This is an optimization exercise on Yosys and OpenROAD, whose aim is small area, not a production implementation. RTL that was checked went through simulation tests only; none was proved equivalent to the original. The RTL of runs 2 and 8 was laid out without a check of its function. The clock cells of runs 5, 7 and 8 come from the design's own scripts or RTL, not from TritonCTS. The clock input has no modelled driver; a real chip could not lean on it and would need a root buffer or a full tree. Power and IR drop assume default switching activity.

### design.v
module Clock(clk, reset, tick1, tick2);
input clk, reset;
output tick1, tick2;
reg [5:0] p;
reg [8:0] q;
assign tick1 = ~p[0] & p[1] & p[2] & ~p[3] & p[4];
assign tick2 = q[0] & ~q[2] & q[4] & ~q[5] & q[6] & ~q[7] & q[8];
always @(posedge clk or posedge reset) begin
    if (reset) begin
        p <= 6'b010001;
        q <= 9'b001001000;
    end else begin
        p <= {p[4:0], p[5] ^ p[0] ^ tick1};
        q <= {q[7:0], q[8] ^ q[4] ^ tick2};
    end
end
endmodule
module counter(clk, tick2, reset, sec_chuc, sec_dv, min_chuc, min_dv, hour_chuc, hour_dv);
input clk, tick2, reset;
output [3:0] sec_chuc, sec_dv, min_chuc, min_dv, hour_chuc, hour_dv;
reg [2:0] sc, mc;
reg [3:0] sd, md, hd;
reg [1:0] hc;
assign sec_chuc = {1'b0, sc};
assign sec_dv = sd;
assign min_chuc = {1'b0, mc};
assign min_dv = md;
assign hour_chuc = {2'b00, hc};
assign hour_dv = hd;
wire e0 = tick2;
wire a0 = e0 & sd[0];
wire e1 = a0 & sd[3];
wire a1 = e1 & sc[0];
wire e2 = a1 & sc[2];
wire a2 = e2 & md[0];
wire e3 = a2 & md[3];
wire a3 = e3 & mc[0];
wire e4 = a3 & mc[2];
wire a4 = e4 & hd[0];
wire e5 = a4 & hd[3];
wire wrap = a4 & hd[1] & hc[1];    
always @(posedge clk or posedge reset) begin
    if (reset) begin
        sc <= 0; sd <= 0; mc <= 0; md <= 0; hc <= 0; hd <= 0;
    end else begin
        sd <= {a0 ? sd[1] & sd[2] : sd[3], sd[2] ^ (a0 & sd[1]), sd[1] ^ (a0 & ~sd[3]), sd[0] ^ e0};
        sc <= {a1 ? sc[1] : sc[2], sc[1] ^ (a1 & ~sc[2]), sc[0] ^ e1};
        md <= {a2 ? md[1] & md[2] : md[3], md[2] ^ (a2 & md[1]), md[1] ^ (a2 & ~md[3]), md[0] ^ e2};
        mc <= {a3 ? mc[1] : mc[2], mc[1] ^ (a3 & ~mc[2]), mc[0] ^ e3};
        if (wrap) begin
            hd <= 4'd0; hc <= 2'd0;
        end else begin
            hd <= {a4 ? hd[1] & hd[2] : hd[3], hd[2] ^ (a4 & hd[1]), hd[1] ^ (a4 & ~hd[3]), hd[0] ^ e4};
            hc <= {hc[1] | (e5 & hc[0]), hc[0] ^ e5};
        end
    end
end
endmodule
module tm1638(clk, tick1, tick2, reset, stb, dio, sclk, data_check,
              sec_chuc, sec_dv, min_chuc, min_dv, hour_chuc, hour_dv);
input clk, tick1, tick2, reset;
output stb, dio, sclk;
output [7:0] data_check;
input [3:0] sec_chuc, sec_dv, min_chuc, min_dv, hour_chuc, hour_dv;
reg [2:0] g;
reg [1:0] s;
reg [3:0] u;
reg inc;             
reg [2:0] lsc;       
reg [3:0] lsd;
reg roll;            
wire inbyte = ~s[1];
wire [2:0] b = u[3:1];
reg [3:0] x;
always @* begin
    case (g)
        3'd0: x = sec_chuc;
        3'd1: x = sec_dv;
        3'd2: x = min_chuc;
        3'd3: x = min_dv;
        3'd4: x = hour_chuc;
        3'd5: x = hour_dv;
        default: x = 4'd0;
    endcase
end
reg [3:0] dx;
always @* begin
    if (x == 4'd0) begin
        case (g)
            3'd0, 3'd2: dx = 4'd5;
            3'd4: dx = 4'd2;
            3'd5: dx = (hour_chuc == 4'd0) ? 4'd3 : 4'd9;
            default: dx = 4'd9;
        endcase
    end else
        dx = x - 4'd1;
end
wire sec0 = (sec_chuc == 4'd0) && (sec_dv == 4'd0);
wire min0 = (min_chuc == 4'd0) && (min_dv == 4'd0);
reg carry_in;        
always @* begin
    case (g)
        3'd2: carry_in = (min_dv == 4'd0);
        3'd4: carry_in = min0 && (hour_dv == 4'd0);
        3'd5: carry_in = min0;
        default: carry_in = 1'b1;
    endcase
end
wire [3:0] lx = (g == 3'd0) ? {1'b0, lsc} : (g == 3'd1) ? lsd : ((roll && carry_in) ? dx : x);
wire cb = inc && carry_in && ((g == 3'd0) ? (sec_dv == 4'd0) : (g == 3'd1) ? 1'b1 : sec0);
wire [3:0] cx = cb ? dx : x;
reg [7:0] cmd;
always @* begin
    case (g)
        3'd7: cmd = 8'h44;
        3'd6: cmd = 8'h8f;
        default: cmd = {4'hc, g, 1'b0};
    endcase
end
wire [7:0] dseg, cseg;
sseg sseg_d(lx, dseg);
sseg sseg_c(cx, cseg);
wire [7:0] byte_out = s[0] ? dseg : cmd;
assign stb = s[1] & ((u == 4'd0) | ((g == 3'd6) & (u == 4'd1)));
assign sclk = ~(inbyte & ~u[0]);
assign dio = inbyte ? byte_out[b] : (s[1] & (g == 3'd6) & (u == 4'd0));
assign data_check = s[1] ? 8'h00 : (s[0] ? cseg : cmd);
wire start_next = s[1] & (g == 3'd6) & (u == 4'd1);
always @(posedge clk or posedge reset) begin
    if (reset) begin
        g <= 3'd6; s <= 2'd2; u <= 4'd1;
    end else if (tick1) begin
        if (inbyte) begin
            u <= u + 4'd1;
            if (u == 4'd15)
                s <= (s[0] | g[2] & g[1]) ? 2'd2 : 2'd1;
        end else begin
            if ((u[0] & (g != 3'd6)) | u[1]) begin
                u <= 4'd0; s <= 2'd0; g <= g + 3'd1;
            end else
                u <= u + 4'd1;
        end
    end
end
always @(posedge clk) begin
    if (tick1) begin
        inc <= 1'b0;
        if (start_next) begin
            lsc <= sec_chuc[2:0];
            lsd <= sec_dv;
            roll <= 1'b0;
        end
    end else if (tick2) begin
        inc <= 1'b1;
        if (sec_chuc == 4'd5 && sec_dv == 4'd9)
            roll <= 1'b1;
    end
end
endmodule
module sseg(d, seg);
input [3:0] d;
output [7:0] seg;
assign seg[0] = d[3] | d[1] | ~(d[2] ^ d[0]);
assign seg[1] = ~d[2] | ~(d[1] ^ d[0]);
assign seg[2] = d[2] | ~d[1] | d[0];
assign seg[3] = d[3] | (~d[2] & ~d[0]) | (~d[2] & d[1]) | (d[1] & ~d[0]) | (d[2] & ~d[1] & d[0]);
assign seg[4] = ~d[0] & (~d[2] | d[1]);
assign seg[5] = d[3] | (~d[1] & ~d[0]) | (d[2] & ~d[1]) | (d[2] & ~d[0]);
assign seg[6] = d[3] | (d[2] ^ d[1]) | (d[1] & ~d[0]);
assign seg[7] = 1'b0;
endmodule
module mainblock(clk_50M, reset, dio, sclk, stb, data_check, sec_chuc, sec_dv, min_chuc, min_dv, hour_chuc, hour_dv);
input clk_50M, reset;
output wire [3:0] sec_chuc, sec_dv, min_chuc, min_dv, hour_chuc, hour_dv;
output wire dio, stb, sclk;
output wire [7:0] data_check;
wire tick1, tick2;
Clock Clock(clk_50M, reset, tick1, tick2);
tm1638 tm1638(clk_50M, tick1, tick2, reset, stb, dio, sclk, data_check, sec_chuc, sec_dv, min_chuc, min_dv, hour_chuc, hour_dv);
counter counter(clk_50M, tick2, reset, sec_chuc, sec_dv, min_chuc, min_dv, hour_chuc, hour_dv);
endmodule
### flow/run.sh
#!/bin/bash
# Own layout flow: the standard synthesis, then its combinational logic
# re-mapped by ABC for area (registers kept as they are), then the standard
# layout with small port buffers. Each tool's output goes to a log here.
set -u
W=$(pwd)
R=$W/orfs/results/$FLOW_PLATFORM/mainblock/base
LIB=$FLOW_HOME/platforms/sky130hd/lib/sky130_fd_sc_hd__tt_025C_1v80.lib
YOSYS=$(command -v yosys || echo $FLOW_HOME/../tools/install/yosys/bin/yosys)

bash standard.sh synth > $W/log_1_standard_synth.log 2>&1 || exit 1
cp $R/1_2_yosys.v $W/std_1_2_yosys.v

if python3 $W/flow/resynth.py $W/std_1_2_yosys.v $W/resynth.v $LIB $YOSYS $W > $W/log_2_resynth.log 2>&1; then
    cp $W/resynth.v $R/1_2_yosys.v
    rm -f $R/1_synth.odb
    echo "using the re-mapped netlist" >> $W/log_2_resynth.log
else
    echo "keeping the standard netlist" >> $W/log_2_resynth.log
fi

export BUFFER_PORTS_ARGS="-buffer_cell sky130_fd_sc_hd__buf_1"
[ -f $W/flow/env.sh ] && source $W/flow/env.sh
bash standard.sh finish > $W/log_4_standard_finish.log 2>&1 || exit 1
### flow/env.sh
# clock tree: clkbuf_8 buffers only, no dummy loads
export CTS_ARGS="-root_buf sky130_fd_sc_hd__clkbuf_8 -buf_list sky130_fd_sc_hd__clkbuf_8 -sink_clustering_enable -sink_clustering_size 60 -sink_clustering_max_diameter 500 -dont_use_dummy_load -repair_clock_nets"
### flow/resynth.py
# Re-map the combinational logic of the standard netlist with several ABC
# scripts (registers are kept as they are) and keep the smallest result.
# usage: resynth.py STD_NETLIST OUT_NETLIST LIB YOSYS WORKDIR
import os, re, subprocess, sys
from concurrent.futures import ThreadPoolExecutor

std, out, lib, yosys, work = sys.argv[1:6]
here = os.path.dirname(os.path.abspath(__file__))
template = open(os.path.join(here, 'resynth.ys')).read()

area = {}
for m in re.finditer(r'cell\s*\(\s*"?(\w+)"?\s*\)\s*\{(.*?)\barea\s*:\s*([\d.]+)', open(lib).read(), re.S):
    area[m.group(1)] = float(m.group(3))

def cells(path):
    return re.findall(r'^\s*(sky130_fd_sc_hd__\w+)\s+(\S+)\s*\(', open(path).read(), re.M)

def regs(path):
    return sorted(c for c in cells(path) if re.match(r'sky130_fd_sc_hd__(df|edf|sdf|dl)', c[0]))

def total(path):
    return sum(area[c] for c, _ in cells(path))

scripts = {}
for seed in range(8):
    scripts['deepsyn_s%d' % seed] = ('strash\n&get -n\n&deepsyn -S %d -T 20\n&put\n'
                                     '&get -n\n&dch -f\n&nf -R 1000\n&put\n' % seed)
scripts['dch_nf'] = 'strash\n&get -n\n&dch -f\n&nf -R 1000\n&put\n'

def run(name):
    abc = os.path.join(work, 'rs_%s.abc' % name)
    ys = os.path.join(work, 'rs_%s.ys' % name)
    v = os.path.join(work, 'rs_%s.v' % name)
    open(abc, 'w').write(scripts[name])
    open(ys, 'w').write(template.replace('@LIB@', lib).replace('@IN@', std)
                        .replace('@OUT@', v).replace('@ABC@', abc))
    with open(os.path.join(work, 'log_2_resynth_%s.log' % name), 'w') as log:
        r = subprocess.run(['timeout', '300', yosys, '-s', ys], stdout=log, stderr=subprocess.STDOUT)
    if r.returncode != 0 or not os.path.exists(v):
        return name, None, 'yosys failed'
    if regs(v) != regs(std) or not regs(std):
        return name, None, 'registers differ'
    return name, total(v), v

best = (total(std), std, 'standard')
print('standard netlist: %.1f um2' % best[0])
with ThreadPoolExecutor(max_workers=int(os.environ.get('NUM_CORES', '4'))) as ex:
    for name, a, info in ex.map(run, sorted(scripts)):
        print('%s: %s' % (name, '%.1f um2' % a if a is not None else info))
        if a is not None and a < best[0]:
            best = (a, info, name)
print('keeping %s (%.1f um2)' % (best[2], best[0]))
if best[1] != std:
    open(out, 'w').write(open(best[1]).read())
sys.exit(0 if best[1] != std else 1)
### flow/resynth.ys
read_liberty -ignore_miss_func -ignore_miss_dir @LIB@
read_verilog @IN@
hierarchy -top mainblock
setattr -mod -set keep_hierarchy 1 sky130_fd_sc_hd__df* sky130_fd_sc_hd__edf* sky130_fd_sc_hd__sdf* sky130_fd_sc_hd__dl*
flatten
rename -hide w:*.*
select mainblock
opt -purge
abc -liberty @LIB@ -dont_use *lpflow* -dont_use *probe* -script @ABC@
opt_clean -purge
setundef -zero
splitnets
opt_clean -purge
hilomap -hicell sky130_fd_sc_hd__conb_1 HI -locell sky130_fd_sc_hd__conb_1 LO
opt_clean -purge
write_verilog -noattr -nohex -nodec -selected @OUT@
### standard.sh
#!/bin/bash
# synth_recipe.tcl (not shown) runs the flow's synth.tcl, then flattens the netlist and writes it again
# the make line also repeats each setting of config.mk as NAME=value (left out here)
make -C /OpenROAD-flow-scripts/flow DESIGN_CONFIG=/design/flow/config.mk WORK_HOME=/design/flow/orfs CLKGATE_MAP_FILE= SYNTH_SCRIPT=/design/flow/synth_recipe.tcl "${@:-finish}"
### config.mk
export PLATFORM = sky130hd
export DESIGN_NAME = mainblock
export DESIGN_NICKNAME = mainblock
export VERILOG_FILES = /design/flow/design.v
export SDC_FILE = /design/flow/constraint.sdc
export NUM_CORES = 4
export LEC_CHECK = 0
export ABC_AREA = 1
export CAP_MARGIN = 20
export CORE_MARGIN = 2
export CORE_UTILIZATION = 40
export SLEW_MARGIN = 20
### constraint.sdc
create_clock -name core_clock -period 20.0 [get_ports {clk_50M}]
set_input_delay 4.0000 -clock core_clock [delete_from_list [all_inputs] [get_ports {clk_50M}]]
set_output_delay 4.0000 -clock core_clock [all_outputs]
set_load 0.01 [all_outputs]
==> results of run 1 <==
worst min path at each step:
stage,endpoint,startpoint,cells past startpoint
2_1_floorplan,Clock.q[2],Clock.q[1],0
3_3_place_gp,Clock.q[2],Clock.q[1],0
3_5_place_dp,Clock.q[2],Clock.q[1],0
4_1_cts,Clock.q[2],Clock.q[1],0
5_1_grt,Clock.q[2],Clock.q[1],0
6_report,Clock.q[2],Clock.q[1],0
final cells by class:
class,instances,share of cell area
clock buffer,5,0.0237
inverter,11,0.0142
sequential,53,0.473
timing repair buffer,34,0.0466
multi-input combinational,210,0.410
tap,77,0.0332
per-layer routing:
layer / vias to the layer above / GRT usage / part of all wire
li1: 1071 / - / -
met1: 1028 / 0.248 / 0.49
met2: 70 / 0.257 / 0.43
met3: 10 / 0.0354 / 0.055
met4: 0 / 0.0606 / 0.019
met5: - / 0 / 0
flip-flops by register name, summed over array words and instances, names as in the netlist:
signal,flops
tm1638.lsd,4
Clock.p,6
tm1638.s,2
tm1638.roll,1
counter.hc,2
tm1638.lsc,3
Clock.q,9
tm1638.inc,1
counter.sd,4
tm1638.g,3
counter.hd,4
tm1638.u,4
counter.mc,3
counter.sc,3
counter.md,4
where the power goes:
part	internal, mW	switching, mW
logic	0.000188	0.00206
clock network	0.0227	0.0329
registers	0.109	0
total	0.132	0.0350
metrics by stage:
stage / std cells / hold WS, ns
CTS: 390 / 0.359
global placement: 385 / 0.335
global route: 390 / 0.365
floorplan: 274 / 0.331
finish: 390 / 0.356
detailed placement: 385 / 0.337
==> results.cfg, run 1 <==
[outcome]
status = complete, no violations

[global_routing]
grt_max_degree = 45
grt_pass1_wl_um = 9970
antenna_found_initial = 0
overflow = 0
first_global_vias = 2012
grt.total_usage = 0.172

[placed_design]
dp_hpwl_um = 4150
post_dp_cell_area_um2 = 2830
io_buffer_count = 32
place.gp.congestion = 0.936
dp_slack_ns = 11.90

[timing]
fin_ws_ns = 11.54
fin_worst_skew_ns = 0.0249
finalMaxSlewViolations = 0
finalSetupViolations = 0
finalCriticalPeriod_ns = 8.46
hold_viol = 0
fin_tns_setup_ns = 0
rsz0062_at_grt = false
max_clock_freq_mhz = 118
worstMarginPinSlew_ns = 0.908
min_period_over_period = 0.423
maxSlewHeadroom = 0.390

[clocking]
insertion_delay_ns = 0.32
cts.sinks = 53
cts_buffer_depth = 2
cts_hold_buffers = 0
cts_tree = yes
cts-buffers-inserted = 5
root_buffer = clkbuf_8
postCtsSetupRepairBufs = 0
clkTransAtPathRegs_ns = 0.09
cts-resized-gates = 0
h-tree-depth = 2

[final_layout]
nFillCells = 643
area_growth_pct = 11.8
nets = 317
n_antenna_cell = 0
final_cell_mix = nor2_1 (44), dfrtp_1 (36), buf_1 (32), nand2_1 (27), a21oi_1 (25)
drive_above_1_share = 0.0511
regArea_um2 = 1370
fin_area_um2 = 2900
multi_input_area_um2 = 1190
layout.cells.most_common = nor2_1
fin_util = 0.460

[critical_path]
cpPeakStageDelay_ns = 0.75
reg2reg_setup_slack_ns = 16.57
cp_slowest_cell = nor3_1
r2r_start = Clock.q[6]
reg2reg_to = counter.hd[2]
crit_required_ns = 16.00
path_delay_family = simple AND/OR/NAND/NOR gates
worst-path-max-fanout = 11
path_cells = clkinv_1 -> nor3_1 -> a22oi_1 -> and3_1 -> nand3_1 -> xnor2_1 -> nand2_1 -> nor2_1 -> a221oi_1 -> nand2_1 -> nand2_1 -> o21ai_0 -> nor3_1 -> nor3_1 -> o311ai_0 -> a21o_1 -> o31ai_1 -> buf_1
rr_worst_depth = 11
cp-end-kind = primary output
worstSetupStartpointType = flip-flop
endpoint = dio
critPathBufInv = 2
crit_type = flip-flop to primary output
cp-startpoint = tm1638.g[0]
arrival_ns = 4.46
worst-path-stages = 18

[floorplanning]
fp.dieW_um = 84.6
rows = 29
die_y_um = 84.6
io_pins = 37
core_area_um2 = 6310
dieArea_um2 = 7150
start_util = 0.411

[synth]
synth.avg_cell_area_um2 = 9.48
synth_cells = 274
synth_nets = 276
netlist_area_um2 = 2600
ys_warn_count = 3

[routing]
antenna_left = 0
drt_first_pass_iters = 4
first_iter_violations = 186
routedWlPerCell_um = 15.0
drc = 0
vias = 2179
routed_wl_um = 5870
viasPerCell = 5.59

[pwr]
irDropWorstVdd_v = 0.0000337
p_total_mw = 0.167
power.density_nw_per_um2 = 57.5
total_leakage_power_nw = 1.20

[run]
drv_cap = 0

[min_path]
hold_path.class = flip-flop to flip-flop
==> run 2: changes to the inputs <==
--- a/design.v
+++ b/design.v
@@ -63,7 +63,13 @@
 output [7:0] data_check;
 input [3:0] sec_chuc, sec_dv, min_chuc, min_dv, hour_chuc, hour_dv;
-reg [2:0] g;
-reg [1:0] s;
-reg [3:0] u;
+reg [2:0] gr;
+reg [1:0] sr;
+reg [3:0] ur;
+wire [2:0] g = gr ^ 3'd6;
+wire [1:0] s = sr ^ 2'd2;
+wire [3:0] u = ur ^ 4'd1;
+reg [2:0] gn;
+reg [1:0] sn;
+reg [3:0] un;
 reg inc;             
 reg [2:0] lsc;       
@@ -127,18 +133,22 @@
 assign data_check = s[1] ? 8'h00 : (s[0] ? cseg : cmd);
 wire start_next = s[1] & (g == 3'd6) & (u == 4'd1);
+always @* begin
+    gn = g; sn = s; un = u;
+    if (inbyte) begin
+        un = u + 4'd1;
+        if (u == 4'd15)
+            sn = (s[0] | g[2] & g[1]) ? 2'd2 : 2'd1;
+    end else begin
+        if ((u[0] & (g != 3'd6)) | u[1]) begin
+            un = 4'd0; sn = 2'd0; gn = g + 3'd1;
+        end else
+            un = u + 4'd1;
+    end
+end
 always @(posedge clk or posedge reset) begin
     if (reset) begin
-        g <= 3'd6; s <= 2'd2; u <= 4'd1;
+        gr <= 3'd0; sr <= 2'd0; ur <= 4'd0;
     end else if (tick1) begin
-        if (inbyte) begin
-            u <= u + 4'd1;
-            if (u == 4'd15)
-                s <= (s[0] | g[2] & g[1]) ? 2'd2 : 2'd1;
-        end else begin
-            if ((u[0] & (g != 3'd6)) | u[1]) begin
-                u <= 4'd0; s <= 2'd0; g <= g + 3'd1;
-            end else
-                u <= u + 4'd1;
-        end
+        gr <= gn ^ 3'd6; sr <= sn ^ 2'd2; ur <= un ^ 4'd1;
     end
 end
==> run 2 against run 1 <==
Critical endpoint unchanged. Via count rose by 1.8%. Final area rose by 0.17%. Power shrank 0.22%. Non-clock buffer count unchanged. Synthesized area is 0.39% higher. Register-to-register slack about the same. Wire length increased by 0.44%. Sequential share of layout area decreased by 0.25 points. Still clean on timing, DRC and antenna. Utilization increased by 0.079 points. Clock-buffer cell count did not move. Die area grew 0.37%. Largest power group unchanged. Maximum frequency rose by 4.0%.
==> results.cfg, run 2 <==
[outcome]
status = complete, no violations

[placed_design]
post_dp_cell_area_um2 = 2840
dp.cells = 384
dp_hpwl_um = 4100
place.gp.congestion = 0.875
io_buffer_count = 32

[routing]
drt_first_pass_iters = 4
antenna_left = 0
first_iter_violations = 225
drc = 0
vias = 2219
viasPerCell = 5.70
routedWlPerCell_um = 15.1
routed_wl_um = 5890

[timing]
hold_viol = 0
worstMarginPinSlew_ns = 0.812
finalCriticalPeriod_ns = 8.14
min_period_over_period = 0.407
finalSetupViolations = 0
fin_tns_setup_ns = 0
rsz0062_at_grt = false
finalMaxSlewViolations = 0
fin_worst_skew_ns = 0.0152
maxSlewHeadroom = 0.451
max_clock_freq_mhz = 123

[pwr]
power.density_nw_per_um2 = 57.3
total_leakage_power_nw = 1.26
p_total_mw = 0.167
irDropWorstVdd_v = 0.0000455

[critical_path]
cp-end-kind = primary output
worst-path-max-fanout = 18
crit_type = flip-flop to primary output
reg2reg_setup_slack_ns = 16.56
worstSetupStartpointType = flip-flop
arrival_ns = 4.14
crit_required_ns = 16.00

[synth]
netlist_area_um2 = 2610
ys_warn_count = 3
synth_cells = 273
synth_nets = 275
synth.avg_cell_area_um2 = 9.55

[floorplanning]
io_pins = 37
die_y_um = 84.7
fp.dieW_um = 84.7
start_util = 0.413
core_area_um2 = 6310
rows = 29
dieArea_um2 = 7180

[clocking]
cts_hold_buffers = 0
cts-buffers-inserted = 5
cts-resized-gates = 0
cts_tree = yes
clkTransAtPathRegs_ns = 0.09
h-tree-depth = 2
root_buffer = clkbuf_8
cts_buffer_depth = 2
postCtsSetupRepairBufs = 0
insertion_delay_ns = 0.30
cts.sinks = 53

[final_layout]
nFillCells = 636
final_cell_mix = dfrtp_1 (40), nor2_1 (35), buf_1 (32), nand2_1 (24)
fin_area_um2 = 2910
drive_above_1_share = 0.0353
area_growth_pct = 11.5
nets = 316
fin_util = 0.460
layout.cells.most_common = dfrtp_1
n_antenna_cell = 0
largest_reg_flops = 9
largest_register = Clock.q
largestRegisters = Clock.q: 9 flops, Clock.p: 6 flops
fin_cells = 389

[global_routing]
grt_max_degree = 45
grt_pass1_wl_um = 9720
grt.total_usage = 0.168
first_global_vias = 1924
antenna_found_initial = 0
overflow = 0

[min_path]
hold_path.class = flip-flop to flip-flop

[run]
drv_cap = 0
## run 2: power breakdown
group          switching (mW)  leakage, nW  internal [mW]
clock network          0.0326       0.0359         0.0227
registers                   0        0.668          0.109
logic                 0.00203        0.552       0.000189
## run 2: metal layers
| layer | wire length, um | track usage | share of wire |
|---|---|---|---|
| met1 | 2980 | 0.249 | 0.51 |
| met5 | 0 | 0 | 0 |
| met3 | 283 | 0.0334 | 0.048 |
| met2 | 2580 | 0.248 | 0.44 |
| met4 | 49 | 0.0519 | 0.0083 |
## run 2: final cells by class
cell class | instances | area, um^2 | area share
Sequential cell | 53 | 1370 | 0.470
Multi-Input combinational cell | 212 | 1210 | 0.416
Timing Repair Buffer | 34 | 135 | 0.0465
Tap cell | 77 | 96.3 | 0.0331
Clock buffer | 5 | 68.8 | 0.0237
Inverter | 8 | 30.0 | 0.0103
## run 2: worst max-delay path, cell delays in order (launching register included)
cell and delay [ns]:
dfrtp_1 0.72, nor2b_1 0.12, nor2b_1 0.19, a22oi_1 0.20, o21ai_0 0.17, a221o_1 0.36, a211o_1 0.28, nor2_1 0.10
o21ai_0 0.07, o21ai_0 0.35, nor2_1 0.15, xor2_1 0.18, o32a_1 0.36, o311ai_0 0.31, o21ai_0 0.14, buf_1 0.14
## run 2: path summary, 6_finish.rpt
path,startpoint,endpoint,depth (start not counted)
setup / recovery,tm1638.gr[0],dio,15
hold reg to reg,Clock.q[1],Clock.q[2],0
min in group asynchronous,reset,counter.sc[1],3
hold / removal,Clock.q[1],Clock.q[2],0
setup reg to reg,Clock.q[5],counter.hd[2],10
max in group asynchronous,reset,Clock.p[0],3
## run 2: metrics by stage
step / hold slack, ns / worst slack, ns
2_1_floorplan: 0.331 / 12.71
3_3_place_gp: 0.339 / 12.27
3_5_place_dp: 0.335 / 12.21
4_1_cts: 0.357 / 11.86
5_1_grt: 0.376 / 11.37
6_report: 0.355 / 11.86
==> run 3: changes to the inputs <==
--- a/design.v
+++ b/design.v
@@ -63,13 +63,7 @@
 output [7:0] data_check;
 input [3:0] sec_chuc, sec_dv, min_chuc, min_dv, hour_chuc, hour_dv;
-reg [2:0] gr;
-reg [1:0] sr;
-reg [3:0] ur;
-wire [2:0] g = gr ^ 3'd6;
-wire [1:0] s = sr ^ 2'd2;
-wire [3:0] u = ur ^ 4'd1;
-reg [2:0] gn;
-reg [1:0] sn;
-reg [3:0] un;
+reg [2:0] g;
+reg [1:0] s;
+reg [3:0] u;
 reg inc;             
 reg [2:0] lsc;       
@@ -133,22 +127,18 @@
 assign data_check = s[1] ? 8'h00 : (s[0] ? cseg : cmd);
 wire start_next = s[1] & (g == 3'd6) & (u == 4'd1);
-always @* begin
-    gn = g; sn = s; un = u;
-    if (inbyte) begin
-        un = u + 4'd1;
-        if (u == 4'd15)
-            sn = (s[0] | g[2] & g[1]) ? 2'd2 : 2'd1;
-    end else begin
-        if ((u[0] & (g != 3'd6)) | u[1]) begin
-            un = 4'd0; sn = 2'd0; gn = g + 3'd1;
-        end else
-            un = u + 4'd1;
-    end
-end
 always @(posedge clk or posedge reset) begin
     if (reset) begin
-        gr <= 3'd0; sr <= 2'd0; ur <= 4'd0;
+        g <= 3'd6; s <= 2'd2; u <= 4'd1;
     end else if (tick1) begin
-        gr <= gn ^ 3'd6; sr <= sn ^ 2'd2; ur <= un ^ 4'd1;
+        if (inbyte) begin
+            u <= u + 4'd1;
+            if (u == 4'd15)
+                s <= (s[0] | g[2] & g[1]) ? 2'd2 : 2'd1;
+        end else begin
+            if ((u[0] & (g != 3'd6)) | u[1]) begin
+                u <= 4'd0; s <= 2'd0; g <= g + 3'd1;
+            end else
+                u <= u + 4'd1;
+        end
     end
 end
--- a/flow/run.sh
+++ b/flow/run.sh
@@ -22,3 +22,28 @@
 export BUFFER_PORTS_ARGS="-buffer_cell sky130_fd_sc_hd__buf_1"
 [ -f $W/flow/env.sh ] && source $W/flow/env.sh
-bash standard.sh finish > $W/log_4_standard_finish.log 2>&1 || exit 1
+
+# placement, then the clock buffers by hand (flow/cts.tcl), then the rest
+manual=0
+if [ -n "${MANUAL_CTS_BUFFERS:-}" ]; then
+    bash standard.sh place > $W/log_4_standard_place.log 2>&1 || exit 1
+    if bash standard.sh run RUN_SCRIPT=$W/flow/cts.tcl RUN_LOG_NAME_STEM=4_1_cts_manual > $W/log_5_manual_cts.log 2>&1 \
+       && [ -f $R/4_1_cts.odb ]; then
+        manual=1
+    else
+        rm -f $R/4_1_cts.odb $R/4_cts.odb $R/4_cts.sdc
+    fi
+fi
+bash standard.sh finish > $W/log_6_standard_finish.log 2>&1 || exit 1
+
+# if the hand-made clock tree leaves a register clock pin with too slow a
+# slew, lay out again from the clock tree step with ORFS's own
+if [ $manual = 1 ]; then
+    bash standard.sh run RUN_SCRIPT=$W/flow/clkslew.tcl RUN_LOG_NAME_STEM=6_clkslew > $W/log_7_clkslew.log 2>&1
+    slew=$(sed -n 's/^CLKSLEW //p' $W/log_7_clkslew.log | tail -1)
+    if ! python3 -c "import sys; sys.exit(0 if float('$slew') <= 0.120 else 1)" 2>/dev/null; then
+        echo "clock pin slew $slew too slow: standard clock tree" >> $W/log_7_clkslew.log
+        bash standard.sh clean_cts > $W/log_8_clean_cts.log 2>&1
+        rm -f $R/4_1_cts.odb $R/4_cts.odb $R/4_cts.sdc
+        bash standard.sh finish > $W/log_9_standard_finish_again.log 2>&1 || exit 1
+    fi
+fi
==> flow/clkbufs.tcl (new file) <==
# Manual clock buffering: split the clock's register sinks into clusters by
# location (k-means) and drive each cluster from one clock buffer at its
# centre; the clock port then feeds only those buffers.
proc manual_clock_buffers { clkname nclusters bufcell } {
  set block [ord::get_db_block]
  set master [[ord::get_db] findMaster $bufcell]
  set clknet [$block findNet $clkname]
  set sinks [$clknet getITerms]
  set pts {}
  foreach it $sinks {
    set bb [[$it getInst] getBBox]
    lappend pts [list [expr {([$bb xMin] + [$bb xMax]) / 2.0}] [expr {([$bb yMin] + [$bb yMax]) / 2.0}]]
  }
  set n [llength $pts]
  # initial centres: sinks spread along x
  set order [lsort -real -index 0 [lmap p $pts {set p}]]
  set centres {}
  for {set k 0} {$k < $nclusters} {incr k} {
    lappend centres [lindex $order [expr {int(($k + 0.5) * $n / $nclusters)}]]
  }
  for {set iter 0} {$iter < 50} {incr iter} {
    # capacitated assignment: nearest pairs first, at most cap sinks per buffer
    set cap [expr {($n + $nclusters - 1) / $nclusters}]
    set pairs {}
    set i 0
    foreach p $pts {
      for {set k 0} {$k < $nclusters} {incr k} {
        set c [lindex $centres $k]
        lappend pairs [list [expr {abs([lindex $p 0] - [lindex $c 0]) + abs([lindex $p 1] - [lindex $c 1])}] $i $k]
      }
      incr i
    }
    set assign [lrepeat $n -1]
    set fill [lrepeat $nclusters 0]
    foreach pr [lsort -real -index 0 $pairs] {
      lassign $pr d i k
      if {[lindex $assign $i] < 0 && [lindex $fill $k] < $cap} {
        lset assign $i $k
        lset fill $k [expr {[lindex $fill $k] + 1}]
      }
    }
    set newc {}
    for {set k 0} {$k < $nclusters} {incr k} {
      set sx 0; set sy 0; set m 0
      foreach p $pts a $assign { if {$a == $k} { set sx [expr {$sx + [lindex $p 0]}]; set sy [expr {$sy + [lindex $p 1]}]; incr m } }
      if {$m > 0} { lappend newc [list [expr {$sx / $m}] [expr {$sy / $m}]] } else { lappend newc [lindex $centres $k] }
    }
    set centres $newc
  }
  for {set k 0} {$k < $nclusters} {incr k} {
    set inst [odb::dbInst_create $block $master "clkbuf_manual_$k"]
    set net [odb::dbNet_create $block "clknet_manual_$k"]
    $net setSigType CLOCK
    foreach it $sinks a $assign {
      if {$a == $k} { $it disconnect; $it connect $net }
    }
    [$inst findITerm A] connect $clknet
    [$inst findITerm X] connect $net
    set c [lindex $centres $k]
    $inst setLocation [expr {int([lindex $c 0])}] [expr {int([lindex $c 1])}]
    $inst setPlacementStatus PLACED
    puts "clock buffer $k: [llength [lsearch -all $assign $k]] sinks"
  }
  $clknet setSigType CLOCK
  global_connect
}
==> flow/clkslew.tcl (new file) <==
# Largest slew at a register clock pin of the final layout (extracted parasitics).
set r $::env(RESULTS_DIR)
read_db $r/6_final.odb
foreach lib $::env(LIB_FILES) { read_liberty $lib }
read_sdc $r/6_final.sdc
read_spef $r/6_final.spef
set_propagated_clock [all_clocks]
set mx 0
foreach p [get_pins -hierarchical */CLK] { set s [get_property $p slew_max]; if {$s > $mx} { set mx $s } }
puts "CLKSLEW $mx"
exit
==> flow/cts.tcl (new file) <==
# Clock tree step in place of ORFS's TritonCTS run: a few clock buffers, each
# driving a balanced cluster of registers, fed straight from the clock port.
# The rest follows ORFS's cts.tcl (legalise, repair timing, write results).
utl::set_metrics_stage "cts__{}"
source $::env(SCRIPTS_DIR)/load.tcl
erase_non_stage_variables cts
load_design 3_place.odb 3_place.sdc
source [file join [file dirname [info script]] clkbufs.tcl]
set_dont_use $::env(DONT_USE_CELLS)

set clkport [get_full_name [lindex [get_property [lindex [all_clocks] 0] sources] 0]]
manual_clock_buffers $clkport $::env(MANUAL_CTS_BUFFERS) $::env(MANUAL_CTS_CELL)

set_propagated_clock [all_clocks]
estimate_parasitics -placement
detailed_placement
estimate_parasitics -placement
repair_timing_helper
detailed_placement
check_placement -verbose
report_clock_skew
orfs_write_db $::env(RESULTS_DIR)/4_1_cts.odb
orfs_write_sdc $::env(RESULTS_DIR)/4_cts.sdc
exit
==> flow/env.sh (replaced) <==
# clock tree: clkbuf_8 buffers only, no dummy loads
export CTS_ARGS="-root_buf sky130_fd_sc_hd__clkbuf_8 -buf_list sky130_fd_sc_hd__clkbuf_8 -sink_clustering_enable -sink_clustering_size 60 -sink_clustering_max_diameter 500 -dont_use_dummy_load -repair_clock_nets"
export MANUAL_CTS_BUFFERS=3
export MANUAL_CTS_CELL=sky130_fd_sc_hd__clkbuf_8
--- a/config.mk
+++ b/config.mk
@@ -9,4 +9,4 @@
 export CAP_MARGIN = 20
 export CORE_MARGIN = 2
-export CORE_UTILIZATION = 40
+export CORE_UTILIZATION = 65
 export SLEW_MARGIN = 20
==> run 3 against run 2 <==
First-iteration DRC count decreased by 27%. Wire length shrank 6.3%. Cell count is 7.2% lower. Combinational power is essentially flat. Sequential share of layout area increased by 0.85 points. Clock-buffer cell count did not move. Sequential cell count unchanged. Non-clock buffer count unchanged. Synthesized cell count is 0.37% higher. Setup slack got worse by 0.38 ns. Synthesized area shrank 0.38%. Critical path type unchanged. Largest cell class unchanged. Largest power group unchanged. Highest routed layer unchanged.
==> results.cfg, run 3 <==
[pwr]
p_sw_frac = 0.197
irDropWorstVdd_v = 0.0000765
switchingPower_mw = 0.0324
internal_power_mw = 0.132
power.density_nw_per_um2 = 57.4
total_leakage_power_nw = 1.20
clockPowerShare = 0.323
pwr-share-seq = 0.664
combPwrFrac = 0.013

[clocking]
cts.sinks = 53
postCtsSetupRepairBufs = 0
cts-resized-gates = 0
cts_hold_buffers = 0
cts_tree = yes
clkTransAtPathRegs_ns = 0.09
root_buffer = clkbuf_8
cts_buffer_depth = 2
cts-buffers-inserted = 5
h-tree-depth = 2
insertion_delay_ns = 0.31

[critical_path]
worstSetupStartpointType = flip-flop
rr_worst_depth = 9
crit_type = flip-flop to primary output
arrival_ns = 4.52
cp-end-kind = primary output
reg2reg_to = counter.hc[1]
worst-path-max-fanout = 11
reg2reg_setup_slack_ns = 16.52
crit_required_ns = 16.00
r2r_start = Clock.q[6]

[routing]
vias = 2201
routed_wl_um = 5520
routedWlPerCell_um = 15.3
drc = 0
first_iter_violations = 164
viasPerCell = 6.10
drt_first_pass_iters = 5
antenna_left = 0

[global_routing]
use_met2 = 0.416
antenna_found_initial = 0
grt.total_usage = 0.273
grt_max_degree = 45
overflow = 0
grt_pass1_wl_um = 9230
busiest_layer = met2
grt_use_met3 = 0.0533
grtUsageMet1 = 0.396
first_global_vias = 2001

[timing]
finalCriticalPeriod_ns = 8.52
maxSlewHeadroom = 0.317
fin_worst_skew_ns = 0.0242
max_clock_freq_mhz = 117
rsz0062_at_grt = false
worstMarginPinSlew_ns = 1.02
finalSetupViolations = 0
hold_viol = 0
fin_tns_setup_ns = 0
finalMaxSlewViolations = 0
min_period_over_period = 0.426

[min_path]
hold_end = Clock.q[2]
hold_path.class = flip-flop to flip-flop
min_from = Clock.q[1]
hold_depth = 0

[run]
drv_cap = 0

[floorplanning]
fp.dieW_um = 67.2
rows = 22
dieArea_um2 = 4520
io_pins = 37
core_area_um2 = 3740
die_y_um = 67.2
start_util = 0.694

[final_layout]
fin_area_um2 = 2870
nets = 317
n_antenna_cell = 0
nFillCells = 295
final_cell_mix = nor2_1 (44), dfrtp_1 (36), buf_1 (32), nand2_1 (27), a21oi_1 (25)
largest_reg_flops = 9
drive_above_1_share = 0.0511
largest_register = Clock.q
largestRegisters = Clock.q: 9 flops, Clock.p: 6 flops
layout.cells.most_common = nor2_1
area_growth_pct = 10.4

[synth]
ys_warn_count = 3
synth.avg_cell_area_um2 = 9.48
synth_nets = 276
netlist_area_um2 = 2600
synth_cells = 274

[placed_design]
dp_hpwl_um = 3950
io_buffer_count = 32
place.gp.congestion = 0.908
post_dp_cell_area_um2 = 2790

[outcome]
status = complete, no violations
==> run 3: power by group through the flow <==
stage	Clock [mW]	Combinational, mW	Sequential [mW]
floorplan	0	0.00162	0.111
global placement	0	0.00228	0.111
detailed placement	0	0.00229	0.111
CTS	0.0537	0.00229	0.109
global route	0.0590	0.00266	0.109
finish	0.0530	0.00220	0.109
==> run 3: area by class of cell <==
cell class / instances / area [um^2] / area share
tap: 48 / 60.1 / 0.0210
multi-input combinational: 210 / 1190 / 0.415
sequential: 53 / 1370 / 0.479
inverter: 11 / 41.3 / 0.0144
clock buffer: 5 / 68.8 / 0.0240
timing repair buffer: 34 / 135 / 0.0472
==> run 3: per-layer routing <==
metal | vias to the layer above | part of all wire
met2 | 64 | 0.46
met3 | 5 | 0.046
li1 | 1067 | -
met4 | 0 | 0.0091
met1 | 1065 | 0.49
met5 | - | 0
==> run 3: how the worst max path moves through the flow <==
stage                startpoint  end  slack, ns  cells past startpoint
floorplan           tm1638.g[0]  dio      12.60                     17
global placement    tm1638.g[0]  dio      12.09                     18
detailed placement  tm1638.g[0]  dio      11.89                     18
CTS                 tm1638.g[0]  dio      11.58                     18
global route        tm1638.g[0]  dio      11.09                     18
finish              tm1638.g[0]  dio      11.48                     18
==> run 3: worst max-delay path: stages (launching register included) <==
cell	delay, ns
dfrtp_1	0.54
clkinv_1	0.25
nor3_1	0.82
a22oi_1	0.15
and3_1	0.29
nand3_1	0.16
xnor2_1	0.08
nand2_1	0.07
nor2_1	0.05
a221oi_1	0.46
nand2_1	0.17
nand2_1	0.14
o21ai_0	0.12
nor3_1	0.21
nor3_1	0.06
o311ai_0	0.33
a21o_1	0.16
o31ai_1	0.06
buf_1	0.13
==> run 3: through the flow <==
step	instances	total power [mW]	utilization	worst slack (ns)	hold slack, ns
after floorplan	274	0.113	-	12.60	0.331
after global placement	356	0.113	0.746	12.09	0.334
after detailed placement	356	0.114	0.746	11.89	0.335
after CTS	361	0.165	0.764	11.58	0.356
after global routing	361	0.171	0.765	11.09	0.362
final	361	0.164	0.765	11.48	0.356
==> run 4: changes to the inputs <==
--- a/config.mk
+++ b/config.mk
@@ -9,4 +9,4 @@
 export CAP_MARGIN = 20
 export CORE_MARGIN = 2
-export CORE_UTILIZATION = 65
+export CORE_UTILIZATION = 40
 export SLEW_MARGIN = 20
==> run 4 against run 3 <==
Still clean on timing, DRC and antenna. Sequential share of layout area shrank 0.60 points. Combinational power grew 2%. Hold slack about the same. Global-route usage down 10 points. Critical path depth unchanged. Clock skew up 0.00074 ns. Non-clock buffer count stayed put. Utilization fell by 31 points. Maximum frequency rose by 0.62%. First-iteration DRC count is 13% higher. Sequential power about the same. Register-to-register slack gained 0.05 ns. Critical endpoint unchanged. Largest power group unchanged. Highest routed layer unchanged.
==> results.cfg, run 4 <==
[final_layout]
drive_above_1_share = 0.0511
largestRegisters = Clock.q: 9 flops, Clock.p: 6 flops
fin_cells = 390
fin_area_um2 = 2900
area_growth_pct = 11.8
final_cell_mix = nor2_1 (44), dfrtp_1 (36), buf_1 (32), nand2_1 (27), a21oi_1 (25)
largest_register = Clock.q
n_antenna_cell = 0
fin_util = 0.460
largest_reg_flops = 9
layout.cells.most_common = nor2_1
nets = 317

[timing]
rsz0062_at_grt = false
hold_slack_ns = 0.356
fin_tns_setup_ns = 0
fin_worst_skew_ns = 0.0249
finalMaxSlewViolations = 0
finalCriticalPeriod_ns = 8.46
hold_viol = 0
maxSlewHeadroom = 0.390
finalSetupViolations = 0
worstMarginPinSlew_ns = 0.908
min_period_over_period = 0.423
fin_ws_ns = 11.54
max_clock_freq_mhz = 118

[clocking]
cts.sinks = 53
clkTransAtPathRegs_ns = 0.09
h-tree-depth = 2
root_buffer = clkbuf_8
cts_tree = yes
cts-buffers-inserted = 5
postCtsSetupRepairBufs = 0
cts_hold_buffers = 0
cts-resized-gates = 0
insertion_delay_ns = 0.32
cts_buffer_depth = 2

[floorplanning]
rows = 29
die_y_um = 84.6
fp.dieW_um = 84.6
start_util = 0.411
dieArea_um2 = 7150
io_pins = 37
core_area_um2 = 6310

[critical_path]
reg2reg_setup_slack_ns = 16.57
rr_worst_depth = 11
worst-path-max-fanout = 11
crit_required_ns = 16.00
cp-end-kind = primary output
crit_type = flip-flop to primary output
arrival_ns = 4.46
worstSetupStartpointType = flip-flop

[placed_design]
place.gp.congestion = 0.936
io_buffer_count = 32
dp_slack_ns = 11.90
dp_hpwl_um = 4150
post_dp_cell_area_um2 = 2830
dp.cells = 385

[pwr]
total_leakage_power_nw = 1.20
p_total_mw = 0.167
power.density_nw_per_um2 = 57.5
irDropWorstVdd_v = 0.0000337

[routing]
routed_wl_um = 5870
routedWlPerCell_um = 15.0
vias = 2179
first_iter_violations = 186
drc = 0
viasPerCell = 5.59
drt_first_pass_iters = 4
antenna_left = 0

[synth]
ys_warn_count = 3
synth_nets = 276
netlist_area_um2 = 2600
synth.avg_cell_area_um2 = 9.48
synth_cells = 274

[global_routing]
grt_pass1_wl_um = 9970
grt.total_usage = 0.172
first_global_vias = 2012
antenna_found_initial = 0
grt_max_degree = 45
overflow = 0

[outcome]
status = complete, no violations

[min_path]
hold_depth = 0
hold_path.class = flip-flop to flip-flop

[run]
drv_cap = 0
-- run 4: worst max-delay path, stage by stage (launching register included) --
cell and delay [ns]:
dfrtp_1 0.53, clkinv_1 0.26, nor3_1 0.75, a22oi_1 0.14, and3_1 0.28, nand3_1 0.17
xnor2_1 0.08, nand2_1 0.07, nor2_1 0.06, a221oi_1 0.44, nand2_1 0.17, nand2_1 0.13
o21ai_0 0.11, nor3_1 0.22, nor3_1 0.07, o311ai_0 0.33, a21o_1 0.16, o31ai_1 0.07
buf_1 0.13
-- run 4: cell type report --
class,count,area [um^2]
fill,643,3410
sequential,53,1370
multi-input combinational,210,1190
timing repair buffer,34,135
tap,77,96.3
clock buffer,5,68.8
inverter,11,41.3
-- run 4: worst paths after layout --
path | startpoint | end
min reg2reg | Clock.q[1] | Clock.q[2]
max in group asynchronous | reset | tm1638.g[2]
max | tm1638.g[0] | dio
min | Clock.q[1] | Clock.q[2]
min in group asynchronous | reset | Clock.p[5]
max reg2reg | Clock.q[6] | counter.hd[2]
-- run 4: power breakdown --
part / total, mW / switching [mW] / internal (mW)
sequential: 0.109 / 0 / 0.109
combinational: 0.00225 / 0.00206 / 0.000188
clock: 0.0556 / 0.0329 / 0.0227
-- run 4: routing by layer --
metal | track usage | vias up | routed length [um]
li1 | - | 1071 | -
met1 | 0.248 | 1028 | 2900
met2 | 0.257 | 70 | 2530
met3 | 0.0354 | 10 | 325
met4 | 0.0606 | 0 | 109
met5 | 0 | - | 0
==> run 5: changes to the inputs <==
==> flow/env.sh (replaced) <==
# clock tree: clkbuf_8 buffers only, no dummy loads
export CTS_ARGS="-root_buf sky130_fd_sc_hd__clkbuf_8 -buf_list sky130_fd_sc_hd__clkbuf_8 -sink_clustering_enable -sink_clustering_size 60 -sink_clustering_max_diameter 500 -dont_use_dummy_load -repair_clock_nets"
export MANUAL_CTS_BUFFERS=3
export MANUAL_CTS_CELL=sky130_fd_sc_hd__buf_8
--- a/config.mk
+++ b/config.mk
@@ -9,4 +9,4 @@
 export CAP_MARGIN = 20
 export CORE_MARGIN = 2
-export CORE_UTILIZATION = 40
+export CORE_UTILIZATION = 65
 export SLEW_MARGIN = 20
==> run 5 against run 4 <==
Still clean on timing, DRC and antenna. Synthesized area unchanged. Sequential share of layout area up 1.0 points. Maximum frequency up 0.80%. Global-route usage up 8.6 points. Via count up 0.32%. Die area down 37%. Setup slack better by 0.067 ns. Critical path type unchanged. Highest routed layer unchanged.
==> results.cfg, run 5 <==
[final_layout]
area_growth_pct = 9.45
final_cell_mix = nor2_1 (44), dfrtp_1 (36), buf_1 (32), nand2_1 (27), a21oi_1 (25)
largest_reg_flops = 9
nets = 315
largestRegisters = Clock.q: 9 flops, Clock.p: 6 flops
layout.cells.most_common = nor2_1
largest_register = Clock.q
drive_above_1_share = 0.0450
fin_cells = 359
n_antenna_cell = 0

[floorplanning]
io_pins = 37
start_util = 0.694
dieArea_um2 = 4520
core_area_um2 = 3740
rows = 22
die_y_um = 67.2
fp.dieW_um = 67.2

[timing]
finalSetupViolations = 0
finalMaxSlewViolations = 0
finalCriticalPeriod_ns = 8.40
rsz0062_at_grt = false
maxSlewHeadroom = 0.312
fin_tns_setup_ns = 0
worstMarginPinSlew_ns = 1.02
min_period_over_period = 0.420
hold_viol = 0
max_clock_freq_mhz = 119
fin_worst_skew_ns = 0.0250

[pwr]
power.density_nw_per_um2 = 54.8
irDropWorstVdd_v = 0.0000585
total_leakage_power_nw = 1.18

[critical_path]
path_delay_family = simple AND/OR/NAND/NOR gates
cp_slowest_cell = nor3_1
crit_required_ns = 16.00
cpPeakStageDelay_ns = 0.83
worstSetupStartpointType = flip-flop
critPathBufInv = 2
cp-end-kind = primary output
arrival_ns = 4.40
worst-path-max-fanout = 11
crit_type = flip-flop to primary output
path_cells = clkinv_1 -> nor3_1 -> a22oi_1 -> and3_1 -> nand3_1 -> xnor2_1 -> nand2_1 -> nor2_1 -> a221oi_1 -> nand2_1 -> nand2_1 -> o21ai_0 -> nor3_1 -> nor3_1 -> o311ai_0 -> a21o_1 -> o31ai_1 -> buf_1

[global_routing]
antenna_found_initial = 0
grt_pass1_wl_um = 9200
overflow = 0
grt.total_usage = 0.258
grt_max_degree = 45
first_global_vias = 2000

[run]
drv_cap = 0

[clocking]
insertion_delay_ns = 0.14
clkTransAtPathRegs_ns = 0.12

[placed_design]
dp_hpwl_um = 3950
io_buffer_count = 32
dp.cells = 356
place.gp.congestion = 0.908

[routing]
routedWlPerCell_um = 15.4
routed_wl_um = 5540
vias = 2186
first_iter_violations = 159
drt_first_pass_iters = 5
drc = 0
antenna_left = 0
viasPerCell = 6.09

[min_path]
hold_path.class = flip-flop to flip-flop

[synth]
ys_warn_count = 3
synth_cells = 274
netlist_area_um2 = 2600
synth_nets = 276
synth.avg_cell_area_um2 = 9.48

[outcome]
status = complete, no violations
run 5: path summary, 6_finish.rpt:
kind | to | from | cells after the start | slack (ns)
max | dio | tm1638.g[0] | 18 | 11.60
min | Clock.q[2] | Clock.q[1] | 0 | 0.35
max reg2reg | counter.hd[2] | Clock.q[6] | 11 | 16.59
min reg2reg | Clock.q[2] | Clock.q[1] | 0 | 0.35
min in group asynchronous | tm1638.u[2] | reset | 3 | 3.94
max in group asynchronous | Clock.q[3] | reset | 3 | 15.66
run 5: per-stage QoR:
| step | cell area, um^2 | hold WS [ns] | power, mW | setup WS, ns | utilization |
|---|---|---|---|---|---|
| floorplan | 2600 | 0.331 | 0.113 | 12.60 | - |
| global placement | 2790 | 0.334 | 0.113 | 12.09 | 0.746 |
| detailed placement | 2790 | 0.335 | 0.114 | 11.89 | 0.746 |
| global route | 2840 | 0.361 | 0.160 | 11.22 | 0.759 |
| finish | 2840 | 0.354 | 0.156 | 11.60 | 0.759 |
run 5: power breakdown:
group	leakage, nW	switching (mW)	internal (mW)
logic	0.507	0.00203	0.000189
registers	0.654	0	0.109
clock network	0.0223	0.0271	0.0172
total	1.18	0.0291	0.127
run 5: routing by layer:
layer  vias to the layer above  track usage  share of wire
met5                         -            0              0
met4                         0       0.0459         0.0078
met3                         5       0.0167          0.048
met2                        78        0.421           0.46
met1                      1044        0.390           0.49
li1                       1059            -              -
run 5: final cells by class:
class,instances,area (um^2)
timing repair buffer,34,135
fill,298,902
sequential,53,1370
tap,48,60.1
inverter,11,41.3
multi-input combinational,210,1190
buffer,3,45.0
==> run 6: changes to the inputs <==
==> flow/env.sh (replaced) <==
# clock tree: clkbuf_8 buffers only, no dummy loads
export CTS_ARGS="-root_buf sky130_fd_sc_hd__clkbuf_8 -buf_list sky130_fd_sc_hd__clkbuf_8 -sink_clustering_enable -sink_clustering_size 60 -sink_clustering_max_diameter 500 -dont_use_dummy_load -repair_clock_nets"
export MANUAL_CTS_BUFFERS=4
export MANUAL_CTS_CELL=sky130_fd_sc_hd__buf_4
--- a/config.mk
+++ b/config.mk
@@ -9,4 +9,4 @@
 export CAP_MARGIN = 20
 export CORE_MARGIN = 2
-export CORE_UTILIZATION = 65
+export CORE_UTILIZATION = 80
 export SLEW_MARGIN = 20
==> run 6 against run 5 <==
Still clean on timing, DRC and antenna. Clock power is 24% higher. First-iteration DRC count grew to 3.4 times the previous value. Register-to-register slack worse by 0.41 ns. Sequential power hardly changed. Maximum frequency is 8.3% lower. Cell count is 0.56% lower. Via count is 22% higher. Sequential share of layout area is 0.32 points lower. Synthesized area stayed put. Combinational power hardly changed. Critical path depth stayed put. Critical path type unchanged. Largest cell class unchanged. Highest routed layer unchanged.
==> results.cfg, run 6 <==
[routing]
routed-wl-met3_um = 1100
dr_wl_met2_um = 3620
routedWlPerCell_um = 22.8
routed.top_layer = met4
drc = 0
antenna_left = 0
drt_first_pass_iters = 9
wl_met1_um = 2640
viasPerCell = 7.45
routed_wl_um = 8140
first_iter_violations = 540
vias = 2659

[floorplanning]
core_area_um2 = 3080
rows = 20
start_util = 0.843
die_y_um = 61.0
fp.dieW_um = 61.0
dieArea_um2 = 3720
io_pins = 37

[global_routing]
overflow = 0
grt_max_degree = 45
antenna_found_initial = 0
first_global_vias = 2416
grt.total_usage = 0.494
grt_pass1_wl_um = 12800

[critical_path]
reg2reg_setup_slack_ns = 16.18
path_cells = clkinv_1 -> nor3_1 -> a22oi_1 -> and3_1 -> nand3_1 -> xnor2_1 -> nand2_1 -> nor2_1 -> a221oi_1 -> nand2_1 -> nand2_1 -> o21ai_0 -> nor3_1 -> nor3_1 -> o311ai_0 -> a21o_1 -> o31ai_1 -> buf_1
crit_type = flip-flop to primary output
crit_required_ns = 16.00
cpPeakStageDelay_ns = 0.85
worstSetupStartpointType = flip-flop
r2r_start = Clock.q[6]
arrival_ns = 5.16
reg2reg_to = counter.hc[1]
cp_slowest_cell = nor3_1
worst-path-max-fanout = 11
cp-end-kind = primary output
rr_worst_depth = 9

[final_layout]
largest_reg_flops = 9
largestRegisters = Clock.q: 9 flops, Clock.p: 6 flops
nets = 317
n_antenna_cell = 0
final_cell_mix = nor2_1 (44), dfrtp_1 (36), buf_1 (32), nand2_1 (27), a21oi_1 (25)
fin_util = 0.929
area_growth_pct = 10.2
largest_register = Clock.q
drive_above_1_share = 0.0511
fin_area_um2 = 2860
layout.cells.most_common = nor2_1

[pwr]
power.density_nw_per_um2 = 58.1
total_leakage_power_nw = 1.20
irDropWorstVdd_v = 0.0000656

[clocking]
cts_tree = yes
h-tree-depth = 2
cts-resized-gates = 0
cts-buffers-inserted = 5
postCtsSetupRepairBufs = 0
cts_hold_buffers = 0
clkTransAtPathRegs_ns = 0.09
cts.sinks = 53
root_buffer = clkbuf_8
cts_buffer_depth = 2
insertion_delay_ns = 0.31

[timing]
fin_tns_setup_ns = 0
min_period_over_period = 0.458
finalSetupViolations = 0
worstMarginPinSlew_ns = 1.05
maxSlewHeadroom = 0.295
hold_slack_ns = 0.398
finalMaxSlewViolations = 0
finalCriticalPeriod_ns = 9.16
fin_ws_ns = 10.84
max_clock_freq_mhz = 109
fin_worst_skew_ns = 0.0254
rsz0062_at_grt = false
hold_viol = 0

[outcome]
status = complete, no violations

[min_path]
hold_path.class = flip-flop to flip-flop
hold_end = Clock.q[2]
hold_depth = 0
min_from = Clock.q[1]

[run]
drv_cap = 0

[synth]
synth.avg_cell_area_um2 = 9.48
ys_warn_count = 3
synth_cells = 274
netlist_area_um2 = 2600
synth_nets = 276

[placed_design]
dp_slack_ns = 11.87
dp_hpwl_um = 4630
io_buffer_count = 32
post_dp_cell_area_um2 = 2790
place.gp.congestion = 0.959
## run 6: worst max-delay path, delay by kind of cell (launching register included)
| family | cells | cell delay [ns] |
|---|---|---|
| xor+xnor | 1 | 0.15 |
| simple gates | 9 | 2.30 |
| compound gates | 6 | 1.50 |
| flops | 1 | 0.53 |
| buf+inv | 2 | 0.39 |
## run 6: report_power, final
part	switching, mW	total, mW	internal (mW)
clock	0.0323	0.0550	0.0227
combinational	0.00204	0.00223	0.000189
sequential	0	0.109	0.109
## run 6: layer usage
layer / global-route usage / up-vias
li1: - / 1065
met1: 0.591 / 1191
met2: 0.757 / 304
met3: 0.207 / 99
met4: 0.280 / 0
met5: 0 / -
## run 6: area by class of cell
cell class              count  area [um^2]
repair buffers             34          135
clock buffers               5         68.8
flip-flops and latches     53         1370
multi-input cells         210         1190
inverters                  11         41.3
fillers                   116          218
well taps                  44         55.1
## run 6: per-stage QoR
stage | power (mW) | cells
6_report | 0.166 | 357
4_1_cts | 0.165 | 357
5_1_grt | 0.170 | 357
3_3_place_gp | 0.113 | 352
3_5_place_dp | 0.113 | 352
2_1_floorplan | 0.113 | 274
## run 6: worst max-delay path by stage
stage	from	endpoint	slack (ns)	depth (start not counted)
floorplan	tm1638.g[0]	dio	12.60	17
global placement	tm1638.g[0]	dio	12.15	18
detailed placement	tm1638.g[0]	dio	11.87	18
CTS	tm1638.g[0]	dio	11.19	18
global route	tm1638.g[0]	dio	10.64	18
finish	tm1638.g[0]	dio	10.84	18
==> run 7: changes to the inputs <==
==> flow/env.sh (replaced) <==
# clock tree: clkbuf_8 buffers only, no dummy loads
export CTS_ARGS="-root_buf sky130_fd_sc_hd__clkbuf_8 -buf_list sky130_fd_sc_hd__clkbuf_8 -sink_clustering_enable -sink_clustering_size 60 -sink_clustering_max_diameter 500 -dont_use_dummy_load -repair_clock_nets"
export MANUAL_CTS_BUFFERS=4
export MANUAL_CTS_CELL=sky130_fd_sc_hd__buf_6
--- a/config.mk
+++ b/config.mk
@@ -9,4 +9,4 @@
 export CAP_MARGIN = 20
 export CORE_MARGIN = 2
-export CORE_UTILIZATION = 80
+export CORE_UTILIZATION = 65
 export SLEW_MARGIN = 20
==> run 7 against run 6 <==
Still clean on timing, DRC and antenna. Hold slack lost 0.043 ns. Synthesized area is the same. Wire length shrank 32%. Power shrank 7.7%. Combinational power is essentially flat. First-iteration DRC count shrank 68%. Highest routed layer unchanged.
==> results.cfg, run 7 <==
[synth]
synth_nets = 276
synth.avg_cell_area_um2 = 9.48
synth_cells = 274
ys_warn_count = 3
netlist_area_um2 = 2600

[final_layout]
largest_reg_flops = 9
largest_register = Clock.q
final_cell_mix = nor2_1 (44), dfrtp_1 (36), buf_1 (32), nand2_1 (27), a21oi_1 (25)
area_growth_pct = 9.45
drive_above_1_share = 0.0481
n_antenna_cell = 0
nFillCells = 300
fin_util = 0.759
nets = 316
largestRegisters = Clock.q: 9 flops, Clock.p: 6 flops
layout.cells.most_common = nor2_1

[global_routing]
grt_use_met3 = 0.0183
grt.total_usage = 0.259
busiest_layer = met2
use_met2 = 0.427
grtUsageMet1 = 0.389
grt_max_degree = 45
overflow = 0
antenna_found_initial = 0
first_global_vias = 2001
grt_pass1_wl_um = 9200

[routing]
vias = 2182
drc = 0
first_iter_violations = 173
routedWlPerCell_um = 15.3
antenna_left = 0
routed_wl_um = 5520
viasPerCell = 6.06
drt_first_pass_iters = 5

[timing]
finalSetupViolations = 0
max_clock_freq_mhz = 119
fin_worst_skew_ns = 0.00908
maxSlewHeadroom = 0.313
fin_ws_ns = 11.63
hold_viol = 0
rsz0062_at_grt = false
worstMarginPinSlew_ns = 1.02
fin_tns_setup_ns = 0
finalCriticalPeriod_ns = 8.37
finalMaxSlewViolations = 0
min_period_over_period = 0.419

[critical_path]
worst-path-max-fanout = 11
path_cells = clkinv_1 -> nor3_1 -> a22oi_1 -> and3_1 -> nand3_1 -> xnor2_1 -> nand2_1 -> nor2_1 -> a221oi_1 -> nand2_1 -> nand2_1 -> o21ai_0 -> nor3_1 -> nor3_1 -> o311ai_0 -> a21o_1 -> o31ai_1 -> buf_1
cp-startpoint = tm1638.g[0]
cp_slowest_cell = nor3_1
arrival_ns = 4.37
cp-end-kind = primary output
crit_required_ns = 16.00
worstSetupStartpointType = flip-flop
path_delay_family = simple AND/OR/NAND/NOR gates
r2r_start = Clock.q[6]
crit_type = flip-flop to primary output
critPathBufInv = 2
cpPeakStageDelay_ns = 0.83

[floorplanning]
core_area_um2 = 3740
rows = 22
die_y_um = 67.2
dieArea_um2 = 4520
io_pins = 37
start_util = 0.694
fp.dieW_um = 67.2

[clocking]
insertion_delay_ns = 0.12
clkTransAtPathRegs_ns = 0.09

[placed_design]
place.gp.congestion = 0.908
dp_hpwl_um = 3950
dp_slack_ns = 11.89
io_buffer_count = 32

[pwr]
total_leakage_power_nw = 1.19
irDropWorstVdd_v = 0.0000409
power.density_nw_per_um2 = 54.0

[run]
drv_cap = 0

[min_path]
min_from = Clock.q[1]
hold_path.class = flip-flop to flip-flop

[outcome]
status = complete, no violations
-- run 7: routing by layer --
metal | routed length, um | vias to the layer above
li1 | - | 1063
met1 | 2700 | 1056
met2 | 2530 | 59
met3 | 261 | 4
met4 | 30 | 0
met5 | 0 | -
-- run 7: worst paths after layout --
path	to	slack, ns	cells after the start
worst max-delay path	dio	11.63	18
worst min-delay path	Clock.q[2]	0.35	0
worst max register to register	counter.hd[2]	16.56	11
worst min register to register	Clock.q[2]	0.35	0
max in group asynchronous	tm1638.g[2]	15.65	3
min in group asynchronous	Clock.q[7]	3.97	3
-- run 7: metrics by stage --
step                area, um^2  hold slack [ns]  cells  power [mW]
global route              2840            0.364    360       0.159
finish                    2840            0.355    360       0.154
detailed placement        2790            0.335    356       0.114
global placement          2790            0.334    356       0.113
floorplan                 2600            0.331    274       0.113
-- run 7: where the power goes --
part,internal (mW),switching [mW]
Clock,0.0160,0.0261
Combinational,0.000189,0.00202
Sequential,0.109,0
-- run 7: cell type report --
type                    count  area (um^2)  area share
inverters                  11         41.3      0.0145
flip-flops and latches     53         1370       0.483
well taps                  48         60.1      0.0211
repair buffers             34          135      0.0476
multi-input cells         210         1190       0.418
plain buffers               4         45.0      0.0159
==> run 8: changes to the inputs <==
--- a/design.v
+++ b/design.v
@@ -149,12 +149,10 @@
             lsc <= sec_chuc[2:0];
             lsd <= sec_dv;
-            roll <= 1'b0;
         end
-    end else if (tick2) begin
+    end else if (tick2)
         inc <= 1'b1;
-        if (sec_chuc == 4'd5 && sec_dv == 4'd9)
-            roll <= 1'b1;
-    end
 end
+always @(posedge clk)
+    roll <= (tick2 & (sec_chuc == 4'd5) & (sec_dv == 4'd9)) | (roll & ~(tick1 & start_next));
 endmodule
 module sseg(d, seg);
--- a/flow/resynth.py
+++ b/flow/resynth.py
@@ -23,5 +23,5 @@
 
 scripts = {}
-for seed in range(8):
+for seed in range(16):
     scripts['deepsyn_s%d' % seed] = ('strash\n&get -n\n&deepsyn -S %d -T 20\n&put\n'
                                      '&get -n\n&dch -f\n&nf -R 1000\n&put\n' % seed)
==> run 8 against run 7 <==
Still clean. First-iteration DRC count is 14% higher. Cell count shrank 2.8%. Clock power decreased by 3%. Final area fell by 0.97%. Combinational power barely moved. Via count fell by 2.4%. Utilization down 0.74 points. Global-route usage shrank 0.45 points. Die area shrank 0.55%. Largest cell class unchanged.
==> results.cfg, run 8 <==
[global_routing]
grt_max_degree = 45
overflow = 0
antenna_found_initial = 0
grt_pass1_wl_um = 8980
first_global_vias = 1897
grt.total_usage = 0.255

[synth]
synth_nets = 267
netlist_area_um2 = 2580
ys_warn_count = 3
synth_cells = 265
synth.avg_cell_area_um2 = 9.74

[final_layout]
regArea_um2 = 1360
nets = 306
n_antenna_cell = 0
final_cell_mix = dfrtp_1 (36), nor2_1 (36), buf_1 (32), nand2_1 (25), a21oi_1 (25)
area_growth_pct = 9.02
largestRegisters = Clock.q: 9 flops, Clock.p: 6 flops
nFillCells = 305
multi_input_area_um2 = 1190
largest_reg_flops = 9
fin_cells = 350
drive_above_1_share = 0.0430
largest_register = Clock.q

[pwr]
clockPowerShare = 0.269
total_leakage_power_nw = 1.19
irDropWorstVdd_v = 0.0000584
pwr-share-seq = 0.717
combPwrFrac = 0.014
internal_power_mw = 0.125
power.density_nw_per_um2 = 54.0
p_sw_frac = 0.177
switchingPower_mw = 0.0269

[min_path]
hold_path.class = flip-flop to flip-flop
hold_end = Clock.q[2]
hold_depth = 0
min_from = Clock.q[1]

[placed_design]
io_buffer_count = 32
dp_hpwl_um = 3950
place.gp.congestion = 0.997
dp.cells = 346
dp_slack_ns = 11.77

[timing]
min_period_over_period = 0.421
maxSlewHeadroom = 0.429
hold_viol = 0
finalMaxSlewViolations = 0
finalCriticalPeriod_ns = 8.43
fin_ws_ns = 11.57
rsz0062_at_grt = false
finalSetupViolations = 0
fin_tns_setup_ns = 0
fin_worst_skew_ns = 0.0105
worstMarginPinSlew_ns = 0.845
max_clock_freq_mhz = 119

[floorplanning]
core_area_um2 = 3740
io_pins = 37
start_util = 0.690
rows = 22
dieArea_um2 = 4490
fp.dieW_um = 67.0
die_y_um = 67.0

[critical_path]
worstSetupStartpointType = flip-flop
crit_type = flip-flop to primary output
critPathBufInv = 1
cpPeakStageDelay_ns = 0.62
crit_required_ns = 16.00
path_cells = nor2b_1 -> and2_0 -> a222oi_1 -> nand2_1 -> a221o_1 -> or2_0 -> nor2_1 -> o311ai_0 -> o21a_1 -> nand3_1 -> o21a_1 -> nand2_1 -> xor2_1 -> and2_0 -> nand2_1 -> a31oi_1 -> nor2_1 -> o41ai_1 -> o31ai_1 -> buf_1
rr_worst_depth = 11
reg2reg_to = counter.hd[2]
worst-path-max-fanout = 10
cp_slowest_cell = dfstp_2
r2r_start = Clock.q[6]
arrival_ns = 4.43
cp-end-kind = primary output
path_delay_family = compound AO/OA/AOI/OAI gates
reg2reg_setup_slack_ns = 16.42
cpMostUsedCell = nand2_1

[clocking]
insertion_delay_ns = 0.12
clkTransAtPathRegs_ns = 0.09

[run]
drv_cap = 0

[routing]
antenna_left = 0
routed_wl_um = 5310
drc = 0
vias = 2129
drt_first_pass_iters = 5
routedWlPerCell_um = 15.2
viasPerCell = 6.08
first_iter_violations = 197

[outcome]
status = complete, no violations
## run 8: cell types whose count changed in the layout (fill, tap and decap cells not counted), sizes merged, moves of 3 or more
cell	before	now
o21a	0	3
or2	1	4
xnor2	11	8
a22oi	7	1
nor3	15	8
nor2b	0	3
o21ai	6	9
and2	3	7
clkinv	11	7
a211oi	3	9
a221o	2	5
nor2	44	36
nand3	9	6
## run 8: layer usage
layer | share of wire | GRT usage
met1 | 0.48 | 0.388
met2 | 0.46 | 0.415
met5 | 0 | 0
met4 | 0.0053 | 0.0230
met3 | 0.052 | 0.0203
## run 8: worst reg2reg max path, cell delays in order, from the launching register on
cell      delay, ns
dfstp_2        0.54
nand4b_1       0.08
nor4b_1        0.70
and2_0         0.34
and3_1         0.31
and3_1         0.31
and3_1         0.30
and3_1         0.28
and2_0         0.27
nor2b_1        0.20
nor2_1         0.06
a21oi_1        0.11
## run 8: cell type report
class | count | share of cell area
timing repair buffer | 33 | 0.0454
tap | 48 | 0.0213
sequential | 53 | 0.484
inverter | 7 | 0.00934
multi-input combinational | 205 | 0.424
buffer | 4 | 0.0160
## run 8: how the worst max path moves through the flow
stage	from	to	cells after the start
2_1_floorplan	tm1638.g[1]	dio	19
3_3_place_gp	tm1638.g[1]	dio	20
3_5_place_dp	tm1638.g[1]	dio	20
5_1_grt	tm1638.g[1]	dio	20
6_report	tm1638.g[1]	dio	20
## run 8: power by group through the flow
stage,clock (mW),combinational (mW),sequential (mW)
final,0.0409,0.00219,0.109
after global routing,0.0457,0.00266,0.109
after detailed placement,0,0.00231,0.111
after global placement,0,0.00227,0.111
after floorplan,0,0.00162,0.111
## run 8: per-stage QoR
step / util / hold slack [ns] / area, um^2 / total power, mW
3_3_place_gp: 0.740 / 0.333 / 2770 / 0.113
3_5_place_dp: 0.740 / 0.342 / 2770 / 0.113
2_1_floorplan: - / 0.331 / 2580 / 0.113
6_report: 0.752 / 0.361 / 2810 / 0.152
5_1_grt: 0.752 / 0.374 / 2810 / 0.157

-- port drivers added, routing unchanged --
Ports are ideal in the flow. The routed layouts listed here were re-timed in OpenROAD. Step 1, drivers: a clkbuf_16 drives clk_50M and a buf_2 each remaining input, both assumed. Step 2 times the ports against the registers' clock, not the clock port: input delays grow and output delays shrink by t, the midpoint of the rising clock arrivals with the driver on. a / b / c = ideal / step 1 / step 2; a / b = the first two.
run	t (ns)	slack for setup (ns)
run 1	0.332	11.536 / 11.508 / 11.840
run 2	0.325	11.860 / 11.833 / 12.157
run 3	0.324	11.484 / 11.454 / 11.778
run 4	0.332	11.536 / 11.508 / 11.840
run 5	0.185	11.603 / 11.548 / 11.733
run 6	0.328	10.840 / 10.814 / 11.141
run 7	0.179	11.629 / 11.570 / 11.749
run 8	0.175	11.573 / 11.515 / 11.690
After both steps every run listed still meets setup and hold.
